This design comes from an exercise in tuning for small area, a short achievable clock period and few clock cycles per item on the open sky130 flow, not from production work. Where RTL was checked, it was by simulation tests only, not by an equivalence proof against the original.

==> run P <==
==> flow/design.v <==
module functional_unit(
    input [9:0] y_input,
    input clk,
    input start,
    input rst_n,
    output [1:0] state,
    output reg [7:0] x_guess,
    output done
    );
    reg busy;
    wire [12:0] v = 13'd5 * y_input - 13'd1489;
    wire [6:0] k = v / 13'd24;
    wire lo = y_input < 10'd303;
    wire hi = y_input >= 10'd910;
    wire [7:0] x_next = lo ? 8'd0 : hi ? 8'd255 : {k, 1'b0};
    always @(posedge clk) begin
        busy <= rst_n & start;
        x_guess <= x_next;
    end
    assign done = busy;
    assign state = {busy, 1'b0};
endmodule
==> flow/run.sh <==
#!/bin/bash
# synth_recipe.tcl (not shown) runs the flow's synth.tcl, then flattens the netlist and writes it again
# the make line also repeats each setting of config.mk as NAME=value (left out here)
make -C /OpenROAD-flow-scripts/flow DESIGN_CONFIG=/design/flow/config.mk WORK_HOME=/design/flow/orfs CLKGATE_MAP_FILE= SYNTH_SCRIPT=/design/flow/synth_recipe.tcl finish
==> flow/config.mk <==
export PLATFORM = sky130hd
export DESIGN_NAME = functional_unit
export DESIGN_NICKNAME = functional_unit
export VERILOG_FILES = /design/flow/design.v
export SDC_FILE = /design/flow/constraint.sdc
export NUM_CORES = 4
export LEC_CHECK = 0
export CAP_MARGIN = 20
export CORE_MARGIN = 2
export CORE_UTILIZATION = 40
export SLEW_MARGIN = 20
==> flow/constraint.sdc <==
create_clock -name core_clock -period 16.0 [get_ports {clk}]
set_input_delay 3.2000 -clock core_clock [delete_from_list [all_inputs] [get_ports {clk}]]
set_output_delay 3.2000 -clock core_clock [all_outputs]
set_load 0.01 [all_outputs]
==> run C (differences from run P) <==
==> flow/design.v, changed modules only <==
module functional_unit(
    input [9:0] y_input,
    input clk,
    input start,
    input rst_n,
    output [1:0] state,
    output [7:0] x_guess,
    output done
    );
    genvar i;
    wire [9:0] y = y_input;
    wire [7:0] r1, r0;
    wire [6:0] a;
    assign r1[7] = 1'b0;
    assign r0[7] = 1'b0;
    generate for (i = 6; i >= 0; i = i - 1) begin : dv
        wire nb = y[i+3];
        assign a[i]  = r1[i+1] | (r0[i+1] & nb);
        assign r1[i] = (~r1[i+1] & r0[i+1] & ~nb) | (r1[i+1] & nb);
        assign r0[i] = (~r1[i+1] & ~r0[i+1] & nb) | (r1[i+1] & ~nb);
    end endgenerate
    wire [4:0] b = {r1[0], r0[0], y[2:0]};
    reg [2:0] t1;
    always @(*) begin
        case (b)
            5'd0: t1 = 3'd1;
            5'd1, 5'd2, 5'd3, 5'd4: t1 = 3'd2;
            5'd5, 5'd6, 5'd7, 5'd8, 5'd9: t1 = 3'd3;
            5'd10, 5'd11, 5'd12, 5'd13, 5'd14: t1 = 3'd4;
            5'd15, 5'd16, 5'd17, 5'd18, 5'd19: t1 = 3'd5;
            default: t1 = 3'd6;
        endcase
    end
    wire lo = y < 10'd298;
    wire hi = y >= 10'd910;
    reg busy;
    reg [5:0] a_q;      
    reg [2:0] t1_q;
    reg hi_q;
    always @(posedge clk) begin
        busy <= rst_n & start;
        a_q <= hi ? 6'd37 : lo ? 6'd0 : a[5:0];
        t1_q <= hi ? 3'd6 : lo ? 3'd0 : t1;
        hi_q <= hi;
    end
    wire [8:0] p = {1'b0, a_q, 2'b00};
    wire [8:0] w = {3'b000, a_q};
    wire [8:0] u = {6'd0, t1_q};
    wire [9:0] c1, c2;
    wire [8:0] m, s;
    assign c1[0] = 1'b0;
    assign c2[0] = 1'b0;
    generate for (i = 0; i < 9; i = i + 1) begin : add
        assign m[i] = w[i] ^ u[i] ^ c1[i];
        assign c1[i+1] = (w[i] & u[i]) | (w[i] & c1[i]) | (u[i] & c1[i]);
        assign s[i] = p[i] ^ m[i] ^ c2[i];
        assign c2[i+1] = (p[i] & m[i]) | (p[i] & c2[i]) | (m[i] & c2[i]);
    end endgenerate
    assign x_guess = {s[7], s[5:0], hi_q};
    assign done = busy;
    assign state = {busy, 1'b0};
endmodule
==> flow/flow/run.sh (new file) <==
#!/bin/bash
# Own flow: the standard synthesis, its combinational logic re-mapped with a stronger
# ABC script (registers untouched), then the standard layout steps with small port buffers.
set -euo pipefail
W=$(pwd)
R=$W/orfs/results/${FLOW_PLATFORM}/functional_unit/base
YOSYS=${YOSYS_EXE:-$(command -v yosys || echo /OpenROAD-flow-scripts/tools/install/yosys/bin/yosys)}
LIB=$FLOW_HOME/platforms/${FLOW_PLATFORM}/lib/sky130_fd_sc_hd__tt_025C_1v80.lib
PORTBUF=${PORTBUF:-sky130_fd_sc_hd__buf_1}

bash standard.sh synth > standard_synth.log 2>&1
cp "$LIB" platform.lib
python3 flow/minilib.py platform.lib comb.lib > minilib.log 2>&1
cp "$R/1_2_yosys.v" std_synth.v
"$YOSYS" -s flow/post.ys > post_synth.log 2>&1
cp post_synth.v "$R/1_2_yosys.v"
rm -f "$R/1_synth.odb" "$R/1_synth.sdc"
bash standard.sh "BUFFER_PORTS_ARGS=-buffer_cell $PORTBUF" finish > standard_finish.log 2>&1
==> flow/flow/heavy.abc (new file) <==
strash
balance; rewrite; refactor; balance; rewrite; rewrite -z; balance; refactor -z; rewrite -z; balance
balance -l; resub -K 6 -l; rewrite -l; resub -K 6 -N 2 -l; refactor -l; resub -K 8 -l; balance -l; resub -K 8 -N 2 -l; rewrite -l; resub -K 10 -l; rewrite -z -l; resub -K 10 -N 2 -l; balance -l; resub -K 12 -l; refactor -z -l; resub -K 12 -N 2 -l; rewrite -z -l; balance -l
dch -f
amap
topo
==> flow/flow/minilib.py (new file) <==
# Writes a Liberty file holding only the platform's combinational logic cells
# (no flip-flops, latches, clock gates, tie/fill/tap/decap cells, don't-use cells),
# so that Yosys can read them as logic and ABC can map to them.
import re, sys
src = open(sys.argv[1]).read()
i = src.find('cell (')
out = [src[:i]]
pos = i
skip_prefix = ('df', 'sdf', 'dl', 'sed', 'edf', 'ebuf', 'einv', 'conb', 'tap', 'fill',
               'decap', 'diode', 'dfr')
while True:
    j = src.find('cell (', pos)
    if j < 0:
        break
    k = src.find('{', j)
    d = 1
    m = k + 1
    while d:
        c = src[m]
        if c == '{':
            d += 1
        elif c == '}':
            d -= 1
        m += 1
    blk = src[j:m]
    name = re.match(r'cell \("?(\w+)"?\)', blk).group(1)
    base = name.split('__')[1]
    if ('statetable' not in blk and ' ff (' not in blk and ' ff(' not in blk
            and 'latch' not in blk and 'lpflow' not in name and 'probe' not in name
            and 'clkdly' not in name and not base.startswith(skip_prefix)):
        out.append(blk + "\n")
    pos = m
out.append("}\n")
open(sys.argv[2], 'w').write("".join(out))
==> flow/flow/post.ys (new file) <==
# Re-map the combinational logic of the standard synthesis netlist with a stronger
# ABC script. Flip-flops and tie cells stay as they are (same instances, same names).
read_liberty -ignore_redef comb.lib
read_liberty -lib -ignore_redef platform.lib
read_verilog std_synth.v
hierarchy -top functional_unit
flatten
opt -purge
techmap
opt -purge
abc -script flow/heavy.abc -liberty comb.lib
opt_clean -purge
tee -o post_synth.stat stat -liberty platform.lib
write_verilog -noattr -noexpr post_synth.v
==> flow/standard.sh (new file) <==
#!/bin/bash
# synth_recipe.tcl (not shown) runs the flow's synth.tcl, then flattens the netlist and writes it again
# the make line also repeats each setting of config.mk as NAME=value (left out here)
make -C /OpenROAD-flow-scripts/flow DESIGN_CONFIG=/design/flow/config.mk WORK_HOME=/design/flow/orfs CLKGATE_MAP_FILE= SYNTH_SCRIPT=/design/flow/synth_recipe.tcl "${@:-finish}"
ABC_AREA = 1   (was unset)
CORE_AREA = 3 3 65 65   (was unset)
CORE_MARGIN = unset   (was 2)
CORE_UTILIZATION = unset   (was 40)
CTS_BUF_LIST = sky130_fd_sc_hd__clkbuf_2   (was unset)
CTS_CLUSTER_SIZE = 30   (was unset)
DIE_AREA = 0 0 68 68   (was unset)
removed: flow/run.sh
==> run R (differences from run P) <==
==> flow/design.v, changed modules only <==
module functional_unit(
    input[9:0] y_input,
    input clk,
    input start,
    input rst_n,
    output reg [1:0] state,
    output reg [7:0] x_guess,
    output reg done
    );
    reg [1:0] next_state;  
    reg [7:0] lower, upper, mid;
    reg [7:0] next_lower, next_upper;
    reg [7:0] x_guess_next;
    reg [9:0] diff, update_diff, last_comp;
    reg [9:0] func;
    parameter [1:0] IDLE=0;
    parameter [1:0] CALC=1;
    parameter [1:0] FINISH=2;
    always@(posedge clk) begin
        if (~rst_n) begin
            lower<=8'd0;
            upper<=8'd255;
            state<=IDLE;
            x_guess<=8'd0;
        end else begin
            upper<=next_upper;
            lower<=next_lower;
            state<=next_state;
            x_guess<=x_guess_next;
        end
    end
    always @(*) begin
        done=1'b0;
        next_state=state;
        next_upper=upper;
        next_lower=lower;
        x_guess_next=x_guess;
        mid=8'd0;
        func=10'd0;
        diff=10'd0;
        update_diff=10'd0;
        last_comp=10'd0;
        case (state) 
            IDLE: begin
                if (start) begin
                    next_state=CALC;
                end
            end
            CALC: begin
                if (lower<upper) begin
                    next_state=CALC;
                    mid=(lower+upper)/2;
                    func=(24*mid+3000)/10;
                    update_diff=(func-y_input)>=0?(func-y_input):(y_input-func);
                    diff=((24*x_guess+3000)/10-y_input)>=0?((24*x_guess+3000)/10-y_input):(y_input-(24*x_guess+3000)/10);
                    if (update_diff<diff) begin
                        x_guess_next=mid;
                    end else begin 
                        x_guess_next=x_guess;
                    end
                    if (func<y_input) begin
                        next_lower=mid+1;
                    end else begin
                        next_upper=mid-1;
                    end
                end
                else if (lower==upper) begin
                    next_state=FINISH;
                    x_guess_next=lower;
                end
                else begin
                    next_state=FINISH;
                    func=(24*x_guess+3000)/10;
                    if (func>y_input) begin
                        last_comp=(24*(x_guess-1)+3000)/10;
                        update_diff=y_input-last_comp;
                        diff=func-y_input;
                        if (update_diff<diff) begin
                            x_guess_next=x_guess-1;
                        end else begin
                            x_guess_next=x_guess;
                        end
                    end
                    else if (func<y_input) begin
                        last_comp=(24*(x_guess+1)+3000)/10;
                        update_diff=last_comp-y_input;
                        diff=y_input-func;
                        if (update_diff<diff) begin
                            x_guess_next=x_guess+1;
                        end else begin
                            x_guess_next=x_guess;
                        end
                    end
                    else begin
                        x_guess_next=x_guess;
                    end
                end
            end
            FINISH: begin
                done=1'b1;
                next_state=IDLE;
                x_guess_next=8'd0;
                next_lower=8'd0;
                next_upper=8'd255;
            end
        endcase
    end
endmodule
==> impl_metrics.toml <==
[outcome]
status = "complete, no violations"

[yosys]
synth_seq_cells = 26

[setup_path]
max_stage_delay_ps = 520
cp-endpoint = "x_guess[5]"

[layout]
inv_count = 107

[route]
routed.top_layer = "met4"

[pwr]
the above is filed under run R

==> impl_metrics.toml <==
[outcome]
status = "complete, no violations"

[clock_network]
cts-buffers-inserted = 3
cts_setup_buffers = 0

[setup_path]
cp-endpoint = "x_guess[1]"
crit_path_start_kind = "input pin"

[layout]
fillers = 493
inv_count = 12
nFlopsAndLatches = 9

[yosys]
synth_seq_cells = 9
synth_top_area_frac = 0.145

[route]
routed.top_layer = "met4"

[floorplanning]
core_um2 = 4750
the above is filed under run P

==> impl_metrics.toml <==
[clock_network]
h-tree-depth = 1

[route]
routed.top_layer = "met3"

[outcome]
status = "complete, no violations"

[global_route]
grt_pass1_vias = 695

[layout]
inv_count = 13

[floorplanning]
num_tap_cells = 46

[setup_path]
max_stage_delay_ps = 420

[timing]
hold_slack_ps = 3150

[pwr]
the above is filed under run C

Testbench counts of run C, summed over its fixed seeds: cycles 6,400, items 3,200.
Testbench counts of run R, summed over its fixed seeds: cycles 32,357, items 3,200.
Function not checked in run P: the RTL went through the layout flow alone.

-- static timing again, ports no longer ideal --
Ports are ideal in the flow. The routed layouts listed here were re-timed in OpenROAD.
Step 1, drivers: a clkbuf_16 drives clk and a buf_2 each remaining input, both assumed.
Step 2 adds t to the input delays and takes it off the output delays; t is the mean of the earliest and latest rising clock arrival at the registers after step 1. Input paths then give back, and output paths get back, about the clock's delay inside the block.
a / b / c = ideal ports / drivers / drivers and shift; a / b = the first two.
run | t (ns) | slack for setup (ns) | worst hold slack (ns)
run P | 0.247 | 8.079 / 8.079 / 7.832 | 3.549 / 3.555 / 3.803
run C | 0.254 | 10.073 / 10.058 / 10.192 | 3.151 / 3.159 / 3.413
run R | 0.292 | 0.894 / 0.894 / 0.894 | 0.535 / 0.535 / 0.535
After both steps setup and hold are still met in every run listed. For run P, which loses most, drivers alone change the setup slack by 0.000 ns; drivers and shift together by -0.247 ns.
